What follows belongs to an exercise in optimizing a design on an open flow for small area; a production flow would make more cautious choices.
Only the layout flow was run in this run; the RTL was not checked for function there.

--- design.v ---
package R2SdfDefinesPkg;
  localparam int DW = 16, FW = DW - 1;
endpackage
module Rca #(
    parameter int W = 8
) (
    input  wire [W-1:0] a,
    input  wire [W-1:0] b,
    input  wire         cin,
    output wire [W-1:0] s
);
  wire [W:0] c;
  assign c[0] = cin;
  for (genvar i = 0; i < W; i++) begin : g_bit
    assign s[i]   = a[i] ^ b[i] ^ c[i];
    assign c[i+1] = (a[i] & b[i]) | (c[i] & (a[i] ^ b[i]));
  end
endmodule
module ShAdd #(
    parameter int WA = 8,
    parameter int WB = 8,
    parameter int SH = 0,
    parameter int WO = 8
) (
    input  wire signed [WA-1:0] a,
    input  wire signed [WB-1:0] b,
    input  wire                 neg,
    output wire        [WO-1:0] y
);
  wire signed [WO-1:0] ae = a;
  wire signed [WO-SH-1:0] bx = b;
  wire [WO-SH-1:0] be = bx ^ {(WO - SH) {neg}};
  Rca #(WO - SH) u_add (
      .a  (ae[WO-1:SH]),
      .b  (be),
      .cin(neg),
      .s  (y[WO-1:SH])
  );
  if (SH > 0) begin : g_lo
    assign y[SH-1:0] = ae[SH-1:0];
  end
endmodule
module DelayChain #(
    parameter int DW  = 8,
    parameter int LEN = 4
) (
    input  wire             clk,
    input  wire             rst_n,
    input  wire             en,
    input  wire  [DW-1 : 0] in,
    output logic [DW-1 : 0] out
);
  generate
    if (LEN == 0) begin : g_wire
      assign out = in;
    end else begin : g_chain
      logic [DW-1 : 0] dly[LEN];
      always_ff @(posedge clk, negedge rst_n) begin
        if (!rst_n) begin
          for (int i = 0; i < LEN; i++) dly[i] <= '0;
        end else if (en) begin
          dly[0] <= in;
          for (int i = 1; i < LEN; i++) dly[i] <= dly[i-1];
        end
      end
      assign out = dly[LEN-1];
    end
  endgenerate
endmodule
module DelayChainMem #(
    parameter int DW  = 8,
    parameter int LEN = 4
) (
    input  wire             clk,
    input  wire             rst_n,
    input  wire             en,
    input  wire  [DW-1 : 0] din,
    output logic [DW-1 : 0] dout
);
  logic [DW-1 : 0] dly[LEN];
  always_ff @(posedge clk) begin
    if (en) begin
      dly[0] <= din;
      for (int i = 1; i < LEN; i++) dly[i] <= dly[i-1];
    end
  end
  assign dout = dly[LEN-1];
endmodule
module Inc16 (
    input  wire [15:0] q,
    input  wire        inc,
    output wire [15:0] y
);
  Rca #(16) u_inc (
      .a  (q),
      .b  (16'd0),
      .cin(inc),
      .s  (y)
  );
endmodule
module Triv1 (
    input  wire [15:0] x,
    input  wire        neg,
    output wire [15:0] y
);
  wire pos = ~x[15];
  wire nz = |x;
  wire d = neg ? pos : (pos & nz);
  wire [16:0] b;
  wire [15:0] dec;
  assign b[0] = d;
  for (genvar i = 0; i < 16; i++) begin : g_dec
    assign dec[i] = x[i] ^ b[i];
    assign b[i+1] = b[i] & ~x[i];
  end
  wire fix = ~neg & x[15] & ~(|x[14:0]);
  assign y = neg ? ~dec : {dec[15:1], dec[0] | fix};
endmodule
module RotTriv (
    input  wire [15:0] ar,
    input  wire [15:0] ai,
    input  wire        j,
    input  wire        inv,
    output wire [15:0] re,
    output wire [15:0] im
);
  Triv1 u_re (
      .x  (j ? ai : ar),
      .neg(j & ~inv),
      .y  (re)
  );
  Triv1 u_im (
      .x  (j ? ar : ai),
      .neg(j & inv),
      .y  (im)
  );
endmodule
module Rot1 (
    input  wire [15:0] ar,
    input  wire [15:0] ai,
    input  wire        k,
    input  wire        inv,
    output wire [15:0] re,
    output wire [15:0] im
);
  RotTriv u_t (
      .ar (ar),
      .ai (ai),
      .j  (k),
      .inv(inv),
      .re (re),
      .im (im)
  );
endmodule
module Mul23170 (
    input  wire [16:0] u,
    output wire [15:0] p,
    output wire        lz
);
  wire [19:0] u5;
  wire [23:0] u65;
  wire [22:0] u45;
  wire [29:0] u11585;
  ShAdd #(17, 17, 2, 20) a5 (.a(u), .b(u), .neg(1'b0), .y(u5));
  ShAdd #(17, 17, 6, 24) a65 (.a(u), .b(u), .neg(1'b0), .y(u65));
  ShAdd #(20, 20, 3, 23) a45 (.a(u5), .b(u5), .neg(1'b0), .y(u45));
  ShAdd #(24, 23, 8, 30) a11585 (.a(u65), .b(u45), .neg(1'b0), .y(u11585));
  assign p  = u11585[29:14];
  assign lz = ~(|u11585[13:0]);
endmodule
module Rot45Part (
    input  wire [15:0] ar,
    input  wire [15:0] ai,
    input  wire        na,
    input  wire        nb,
    output wire [15:0] y
);
  wire both = na & nb;
  wire ma = na & ~both;
  wire mb = nb & ~both;
  wire [16:0] u;
  Rca #(17) u_add (
      .a  ({ar[15], ar} ^ {17{ma}}),
      .b  ({ai[15], ai} ^ {17{mb}}),
      .cin(ma | mb),
      .s  (u)
  );
  wire [15:0] p;
  wire lz;
  Mul23170 u_mul (
      .u (u),
      .p (p),
      .lz(lz)
  );
  Inc16 u_fix (
      .q  (p ^ {16{both}}),
      .inc(both & lz),
      .y  (y)
  );
endmodule
module Rot2 (
    input  wire [15:0] ar,
    input  wire [15:0] ai,
    input  wire [ 1:0] k,
    input  wire        inv,
    output wire [15:0] re,
    output wire [15:0] im
);
  wire [15:0] t_re, t_im, m_re, m_im;
  RotTriv u_t (
      .ar (ar),
      .ai (ai),
      .j  (k[1]),
      .inv(inv),
      .re (t_re),
      .im (t_im)
  );
  Rot45Part u_re (
      .ar(ar),
      .ai(ai),
      .na(k[1]),
      .nb(~inv),
      .y (m_re)
  );
  Rot45Part u_im (
      .ar(ar),
      .ai(ai),
      .na(inv),
      .nb(k[1]),
      .y (m_im)
  );
  assign re = k[0] ? m_re : t_re;
  assign im = k[0] ? m_im : t_im;
endmodule
module Mcm3 (
    input  wire [15:0] x,
    output wire [30:0] p30273,
    output wire [30:0] n12539,
    output wire [30:0] p23170
);
  wire [18:0] x5;
  wire [22:0] x65;
  wire [21:0] x45;
  wire [27:0] t;
  wire [21:0] x49;
  wire [29:0] n12, x11585;
  ShAdd #(16, 16, 2, 19) a5 (.a(x), .b(x), .neg(1'b0), .y(x5));
  ShAdd #(16, 16, 6, 23) a65 (.a(x), .b(x), .neg(1'b0), .y(x65));
  ShAdd #(19, 19, 3, 22) a45 (.a(x5), .b(x5), .neg(1'b0), .y(x45));
  ShAdd #(23, 19, 9, 28) at (.a(x65), .b(x5), .neg(1'b1), .y(t));
  ShAdd #(28, 16, 15, 31) a30273 (.a(t), .b(x), .neg(1'b0), .y(p30273));
  ShAdd #(23, 16, 4, 22) a49 (.a(x65), .b(x), .neg(1'b1), .y(x49));
  ShAdd #(19, 22, 8, 30) a12539 (.a(x5), .b(x49), .neg(1'b1), .y(n12));
  ShAdd #(23, 22, 8, 30) a11585 (.a(x65), .b(x45), .neg(1'b0), .y(x11585));
  assign n12539 = {n12[29], n12};
  assign p23170 = {x11585, 1'b0};
endmodule
module Rot3Part (
    input  wire [30:0] xa0,   
    input  wire [30:0] xa1,   
    input  wire [30:0] xa2,   
    input  wire [15:0] xt,    
    input  wire [30:0] yb0,
    input  wire [30:0] yb1,
    input  wire [30:0] yb2,
    input  wire [15:0] yt,    
    input  wire [ 3:0] xs,    
    input  wire [ 3:0] ys,
    input  wire        nx,
    input  wire        ny,
    output wire [15:0] y
);
  wire [30:0] xv = ({31{xs[0]}} & xa0) | ({31{xs[1]}} & xa1) | ({31{xs[2]}} & xa2) |
                   ({31{xs[3]}} & {{15{xt[15]}}, xt});
  wire [30:0] yv = ({31{ys[0]}} & yb0) | ({31{ys[1]}} & yb1) | ({31{ys[2]}} & yb2) |
                   ({31{ys[3]}} & {yt, 15'd0});
  wire b = nx ^ ny;
  wire c = ~nx & ny;
  wire both = nx & ny;
  wire [30:0] p;
  Rca #(31) u_add (
      .a  (xv),
      .b  (yv ^ {31{b}}),
      .cin(c),
      .s  (p)
  );
  Inc16 u_fix (
      .q  (p[30:15] ^ {16{nx}}),
      .inc(both & ~(|p[14:0])),
      .y  (y)
  );
endmodule
module Rot3 (
    input  wire [15:0] ar,
    input  wire [15:0] ai,
    input  wire [ 2:0] k,
    input  wire        inv,
    output wire [15:0] re,
    output wire [15:0] im
);
  wire [30:0] a30, a12, a23, b30, b12, b23;
  Mcm3 u_ma (
      .x(ar),
      .p30273(a30),
      .n12539(a12),
      .p23170(a23)
  );
  Mcm3 u_mb (
      .x(ai),
      .p30273(b30),
      .n12539(b12),
      .p23170(b23)
  );
  logic [3:0] xs_re, ys_re, xs_im, ys_im;
  logic nx_re, ny_re, nx_im, ny_im;
  logic [15:0] xt_re, yt_re, xt_im, yt_im;
  logic [3:0] cm, sm;   
  always_comb begin
    case (k)
      3'd1, 3'd7: begin cm = 4'b0001; sm = 4'b0010; end
      3'd3, 3'd5: begin cm = 4'b0010; sm = 4'b0001; end
      3'd2, 3'd6: begin cm = 4'b0100; sm = 4'b0100; end
      default:    begin cm = 4'b1000; sm = 4'b1000; end
    endcase
    xt_re = ar; yt_re = ar; xt_im = ai; yt_im = ai;
    if (k[1:0] == 2'd0) begin
      if (!k[2]) begin
        xt_re = ar; yt_re = ar; nx_re = 1'b1; ny_re = 1'b0;
        xt_im = ai; yt_im = ai; nx_im = 1'b1; ny_im = 1'b0;
      end else begin
        xt_re = ai; yt_re = ai; nx_re = inv; ny_re = ~inv;
        xt_im = ar; yt_im = ar; nx_im = ~inv; ny_im = inv;
      end
      xs_re = 4'b1000; ys_re = 4'b1000; xs_im = 4'b1000; ys_im = 4'b1000;
    end else begin
      xs_re = cm; nx_re = k[2] ^ cm[1];
      ys_re = sm; ny_re = ~inv ^ sm[1];
      xs_im = sm; nx_im = inv ^ sm[1];
      ys_im = cm; ny_im = k[2] ^ cm[1];
    end
  end
  Rot3Part u_re (
      .xa0(a30), .xa1(a12), .xa2(a23), .xt(xt_re),
      .yb0(b30), .yb1(b12), .yb2(b23), .yt(yt_re),
      .xs(xs_re), .ys(ys_re), .nx(nx_re), .ny(ny_re), .y(re)
  );
  Rot3Part u_im (
      .xa0(a30), .xa1(a12), .xa2(a23), .xt(xt_im),
      .yb0(b30), .yb1(b12), .yb2(b23), .yt(yt_im),
      .xs(xs_im), .ys(ys_im), .nx(nx_im), .ny(ny_im), .y(im)
  );
endmodule
module Bf2Part (
    input  wire [15:0] x0,
    input  wire [15:0] x1,
    input  wire        sel,
    input  wire        sc,
    output wire [15:0] z0,
    output wire [15:0] z1
);
  wire [16:0] x0e = {x0[15], x0};
  wire [16:0] x1e = {x1[15], x1};
  wire [16:0] s, d;
  Rca #(17) u_sum (
      .a  (x0e),
      .b  (x1e & {17{sel}}),
      .cin(1'b0),
      .s  (s)
  );
  Rca #(17) u_dif (
      .a  (x0e & {17{sel}}),
      .b  (x1e ^ {17{sel}}),
      .cin(sel),
      .s  (d)
  );
  wire sh = sel & sc;
  assign z0 = sh ? s[16:1] : s[15:0];
  assign z1 = sh ? d[16:1] : d[15:0];
endmodule
module Bf2 (
    input  wire  signed [15:0] x0_re,
    input  wire  signed [15:0] x0_im,
    input  wire  signed [15:0] x1_re,
    input  wire  signed [15:0] x1_im,
    output logic signed [15:0] z0_re,
    output logic signed [15:0] z0_im,
    output logic signed [15:0] z1_re,
    output logic signed [15:0] z1_im,
    input  wire                sel,
    input  wire                scale
);
  Bf2Part u_re (
      .x0 (x0_re),
      .x1 (x1_re),
      .sel(sel),
      .sc (scale),
      .z0 (z0_re),
      .z1 (z1_re)
  );
  Bf2Part u_im (
      .x0 (x0_im),
      .x1 (x1_im),
      .sel(sel),
      .sc (scale),
      .z0 (z0_im),
      .z1 (z1_im)
  );
endmodule
module R2Sdf #(
    parameter int STG = 4
) (
    input  wire                clk,
    input  wire                rst_n,
    input  wire                en,
    input  wire                scale,
    input  wire                invexp,
    input  wire  signed [15:0] in_re,
    input  wire  signed [15:0] in_im,
    input  wire                in_sync,
    output logic signed [15:0] out_re,
    output logic signed [15:0] out_im,
    output logic               out_sync
);
  logic [3:0] ccnt, ccnt_next;
  assign ccnt_next = in_sync ? '0 : ccnt + 1'b1;
  always_ff @(posedge clk, negedge rst_n) begin
    if (!rst_n) ccnt <= '0;
    else if (en) ccnt <= ccnt_next;
  end
  always_ff @(posedge clk, negedge rst_n) begin
    if (!rst_n) out_sync <= '0;
    else if (en) out_sync <= ccnt == 4'd4;
  end
  logic [5:0] c0d;
  logic [3:0] c1d;
  logic [1:0] c2d;
  always_ff @(posedge clk, negedge rst_n) begin
    if (!rst_n) begin
      c0d <= '0;
      c1d <= '0;
      c2d <= '0;
    end else if (en) begin
      c0d <= {c0d[4:0], ccnt[0]};
      c1d <= {c1d[2:0], ccnt[1]};
      c2d <= {c2d[0], ccnt[2]};
    end
  end
  logic [15:0] x0_3re, x0_3im, z0_3re, z0_3im, z1_3re, z1_3im;
  Bf2 bf3 (
      .x0_re(x0_3re), .x0_im(x0_3im), .x1_re(in_re), .x1_im(in_im),
      .z0_re(z0_3re), .z0_im(z0_3im), .z1_re(z1_3re), .z1_im(z1_3im),
      .sel(ccnt[3]), .scale(scale)
  );
  DelayChainMem #(.DW(32), .LEN(8)) dl3 (
      .clk(clk), .rst_n(rst_n), .en(en),
      .din({z1_3re, z1_3im}), .dout({x0_3re, x0_3im})
  );
  logic [15:0] mi2_re, mi2_im, p2_re, p2_im, x1_2re, x1_2im;
  logic [2:0] k2;
  always_ff @(posedge clk) begin
    if (en) begin
      mi2_re <= z0_3re;
      mi2_im <= z0_3im;
      k2 <= ccnt[3] ? 3'd0 : ccnt[2:0];
    end
  end
  Rot3 rot2 (.ar(mi2_re), .ai(mi2_im), .k(k2), .inv(invexp), .re(p2_re), .im(p2_im));
  always_ff @(posedge clk) begin
    if (en) begin
      x1_2re <= p2_re;
      x1_2im <= p2_im;
    end
  end
  logic [15:0] x0_2re, x0_2im, z0_2re, z0_2im, z1_2re, z1_2im;
  Bf2 bf2 (
      .x0_re(x0_2re), .x0_im(x0_2im), .x1_re(x1_2re), .x1_im(x1_2im),
      .z0_re(z0_2re), .z0_im(z0_2im), .z1_re(z1_2re), .z1_im(z1_2im),
      .sel(c2d[1]), .scale(scale)
  );
  DelayChainMem #(.DW(32), .LEN(4)) dl2 (
      .clk(clk), .rst_n(rst_n), .en(en),
      .din({z1_2re, z1_2im}), .dout({x0_2re, x0_2im})
  );
  logic [15:0] mi1_re, mi1_im, p1_re, p1_im, x1_1re, x1_1im;
  logic [1:0] k1;
  always_ff @(posedge clk) begin
    if (en) begin
      mi1_re <= z0_2re;
      mi1_im <= z0_2im;
      k1 <= c2d[1] ? 2'd0 : {c1d[1], c0d[1]};
    end
  end
  Rot2 rot1 (.ar(mi1_re), .ai(mi1_im), .k(k1), .inv(invexp), .re(p1_re), .im(p1_im));
  always_ff @(posedge clk) begin
    if (en) begin
      x1_1re <= p1_re;
      x1_1im <= p1_im;
    end
  end
  logic [15:0] x0_1re, x0_1im, z0_1re, z0_1im, z1_1re, z1_1im;
  Bf2 bf1 (
      .x0_re(x0_1re), .x0_im(x0_1im), .x1_re(x1_1re), .x1_im(x1_1im),
      .z0_re(z0_1re), .z0_im(z0_1im), .z1_re(z1_1re), .z1_im(z1_1im),
      .sel(c1d[3]), .scale(scale)
  );
  DelayChainMem #(.DW(32), .LEN(2)) dl1 (
      .clk(clk), .rst_n(rst_n), .en(en),
      .din({z1_1re, z1_1im}), .dout({x0_1re, x0_1im})
  );
  logic [15:0] mi0_re, mi0_im, p0_re, p0_im, x1_0re, x1_0im;
  logic k0;
  always_ff @(posedge clk) begin
    if (en) begin
      mi0_re <= z0_1re;
      mi0_im <= z0_1im;
      k0 <= c1d[3] ? 1'b0 : c0d[3];
    end
  end
  Rot1 rot0 (.ar(mi0_re), .ai(mi0_im), .k(k0), .inv(invexp), .re(p0_re), .im(p0_im));
  always_ff @(posedge clk) begin
    if (en) begin
      x1_0re <= p0_re;
      x1_0im <= p0_im;
    end
  end
  logic [15:0] x0_0re, x0_0im, z0_0re, z0_0im, z1_0re, z1_0im;
  Bf2 bf0 (
      .x0_re(x0_0re), .x0_im(x0_0im), .x1_re(x1_0re), .x1_im(x1_0im),
      .z0_re(z0_0re), .z0_im(z0_0im), .z1_re(z1_0re), .z1_im(z1_0im),
      .sel(c0d[5]), .scale(scale)
  );
  DelayChainMem #(.DW(32), .LEN(1)) dl0 (
      .clk(clk), .rst_n(rst_n), .en(en),
      .din({z1_0re, z1_0im}), .dout({x0_0re, x0_0im})
  );
  always_ff @(posedge clk) begin
    if (en) begin
      out_re <= z0_0re;
      out_im <= z0_0im;
    end
  end
endmodule
--- run.sh ---
#!/bin/bash
# synth_recipe.tcl (not shown) runs the flow's synth.tcl, then flattens the netlist and writes it again
# the make line also repeats each setting of config.mk as NAME=value (left out here)
make -C /OpenROAD-flow-scripts/flow DESIGN_CONFIG=/design/flow/config.mk WORK_HOME=/design/flow/orfs CLKGATE_MAP_FILE= SYNTH_SCRIPT=/design/flow/synth_recipe.tcl finish
--- config.mk ---
export PLATFORM = sky130hd
export DESIGN_NAME = R2Sdf
export DESIGN_NICKNAME = R2Sdf
export VERILOG_FILES = /design/flow/design.v
export SDC_FILE = /design/flow/constraint.sdc
export NUM_CORES = 4
export LEC_CHECK = 0
export CAP_MARGIN = 20
export CORE_MARGIN = 2
export CORE_UTILIZATION = 40
export SLEW_MARGIN = 20
--- constraint.sdc ---
create_clock -name core_clock -period 12.0 [get_ports {clk}]
set_input_delay 2.4000 -clock core_clock [delete_from_list [all_inputs] [get_ports {clk}]]
set_output_delay 2.4000 -clock core_clock [all_outputs]
set_load 0.01 [all_outputs]
==> results.txt <==
Most used cell, CP = fa_2
DP Wirelength = 93,900 µm
Initial antenna violation count = 2
CP max stage cell = fa_1
Core ar. = 131,000 µm²
CTS clk-pin slew, worst paths = 80 ps
Post-synth top cells = fa_1, edfxtp_1, inv_1, ha_1, nand2_1
Tot GR Track Use = 18.6%
Area Overhead vs Synth = 16.4%
Crit Path Category = input pin to flop
First-pass GRT wire length = 190,000 µm
Fmax = 0.0687 GHz
# setup viols final = 29
Hold Path Class = flop to flop
H-tree Lvls = 3
Syn_nets = 4,859
CTS Buf Count = 81
WP data required = 12,410 ps
Die Ht = 367 µm
Critical path arrival = 14,980 ps
Final Net Count = 5,243
Share of post-route cells with drive strength above 1 = 20.4%
Clock tree sinks = 727
CTS tree = built
1st-pass router iterations = 5
Final core occ = 46.8%
Yosys top cell area share = 40.5%
Post-route antenna net violation count = 0
Asr flop ratio synth = 2.34%
Slew Viols, Final = 0
I/O pin count = 71
Row cnt = 133
Avg WL per Cell = 20.3 µm
Max Clock Skew = 23.0 ps
Vias post-DR = 29.5k
Post-Syn Area = 52,700 µm²
Tmin final = 14,560 ps
Most instantiated library cell after synthesis = fa_1
Startpoint types = input pin
Hold Vio Cnt, Final = 0
Fin crit share = 121%
Synth warn = 10
Post-synthesis sequential area ratio = 41.3%
Largest net degree at the start of global routing = 164
Post-synth EDFFs = 710
Top cells by area, synth = edfxtp_1, fa_1, ha_1
Fail Reasons = setup timing
Dominant cell type by area after synthesis = edfxtp_1
GR Overflow Total = 0
Ant. Diodes = 0
PnR worst setup slack = -2560 ps
Clock Path Buffers = 3
Slew headroom = 23.4%
Max Cap Violations = 0
Final instance area = 61,300 µm²
CP top delay family = adder cells
Vias in the first global route = 31.8k
Fill cell count = 11.8k
Placer Congestion = 0.944
Root Buffer = clkbuf_16
Starting Density = 40.2%
Synth cell types = 60
DR iter-0 viols = 2,214
Die area = 135,000 µm²
CP Capture Type = flop
Die boundary width = 367 µm
CP max FO = 6
Synthesized flop and latch total = 727
Routed WL = 122,000 µm
Vias per inst = 4.93
Clock Latency Late Sink = 680 ps
Outcome = failed layout checks
Buf/Inv on CP = 4
Slowest Stage Delay on Critical Path = 460 ps
Ys flop type = edfxtp_1
Unrepaired setup endpoints after global routing = true
Worst Max-Slew Pin Slew = 1150 ps
Post-DP Area = 58,300 µm²
Port Buffer Count = 70
Avg Cell Area, Syn = 13.9 µm²
Gate Count Post-Synth = 3,785
Drt drc = 0
worst paths after layout:
check | from | endpoint | slack, ps | cells past startpoint
worst min-delay path | dl2.dly[1][6]$_DFFE_PP_ | dl2.dly[2][6]$_DFFE_PP_ | 400 | 0
worst min register to register | dl2.dly[1][6]$_DFFE_PP_ | dl2.dly[2][6]$_DFFE_PP_ | 400 | 0
worst max register to register | mi2_re[0]$_DFFE_PP_ | x1_2re[15]$_DFFE_PP_ | -1880 | 47
min in group asynchronous | rst_n | c0d[0]$_DFFE_PN0P_ | 2200 | 1
worst max-delay path | invexp | x1_2re[15]$_DFFE_PP_ | -2560 | 44
max in group asynchronous | rst_n | c2d[1]$_DFFE_PN0P_ | 9220 | 1
worst register-to-register path, delay by kind of cell (launching register included):
kind	cells	cell delay [ps]
AO/OA/AOI/OAI	1	220
AND/OR/NAND/NOR	1	80
adder cells (fa/ha/maj)	31	11320
buffers and inverters	8	690
XOR/XNOR	6	940
flip-flops	1	360
stage by stage:
step           setup WS [ps]  hold slack (ps)  TNS (ps)  instances
6_report               -2560              395    -37020       5989
4_1_cts                -2540              382    -35880       5987
2_1_floorplan          -3230              400    -54280       3785
5_1_grt                -2860              403    -43760       5989
3_5_place_dp           -3690              405    -80060       5831
3_3_place_gp           -3510              400    -75790       5831
cell type report:
cell class                      count  area (µm²)  share of cell area, %
Clock inverter                     45         554                  0.904
Sequential cell                   727       21800                   35.5
Tap cell                         1755        2200                   3.58
Multi-Input combinational cell   2401       29100                   47.4
Timing Repair Buffer              454        3700                   6.04
Clock buffer                      103        2150                   3.50
Inverter                          504        1890                   3.09
kinds of logic (layout without fill, tap and decap cells):
| family | after synthesis | count (layout) | synth area share (%) |
|---|---|---|---|
| flops | 727 | 727 | 41.3 |
| compound gates | 362 | 362 | 4.48 |
| simple gates | 429 | 429 | 3.47 |
| mux | 297 | 297 | 5.96 |
| fa+ha+maj | 1036 | 1036 | 35.2 |
| xor+xnor | 277 | 277 | 4.73 |
| buf+inv | 657 | 1106 | 4.85 |
layer usage:
layer  share of wire, %  vias up  global-route usage [%]
met3                4.0      210                    2.53
met1                 44    15100                    25.6
li1                   -    13600                       -
met5              0.011        -                       0
met4                3.8        2                    6.71
met2                 48      648                    30.1
cells in the final DEF (no fill, tap or decap), drive strengths merged, types with 102 or more instances in the layout:
master,count
fa,746
edfxtp,710
inv,509
buf,387
ha,290
nand2,242
mux2i,172
xor2,153
mux2,124
xnor2,120
clkbuf,103
o21ai,102
sequential cells by signal, indices dropped and copies added (netlist names), 32 cells and up:
signal and flops:
dl2.dly 128, dl1.dly 64, dl3.dly 256, dl0.dly 32
what timing repair did:
| action | in CTS | in global routing |
|---|---|---|
| hold buffers | 0 | 0 |
| pin swaps | 44 | 26 |
| buffers inserted | 9 | 3 |
| endpoints found under the setup margin | 34 | 32 |
| resized for setup | 72 | 24 |

[what the ideal ports hide]
In the flow no input, the clock included, has a driving cell. The finished layout below was timed again as built, in two steps. Step 1 assumes that a clkbuf_16 drives the clock port and a buf_2 every other input. Step 2 adds t to the input delays and takes it off the output delays; t is the mean of the earliest and latest rising clock arrival at the registers after step 1. Input paths then give back, and output paths get back, about the clock's delay inside the block. Slacks: ideal ports / drivers / drivers and shift; pairs: ideal ports / drivers.
t, ns: 0.747
setup WS [ns]: -2.563 / -2.536 / -3.283
worst setup path after step 2: input to register
worst slew at a driven data input, ns: 0.13
cell pins on the clock port's net: 1
The setup slack of this run moves by +0.027 ns with the drivers and by -0.720 ns with both steps.
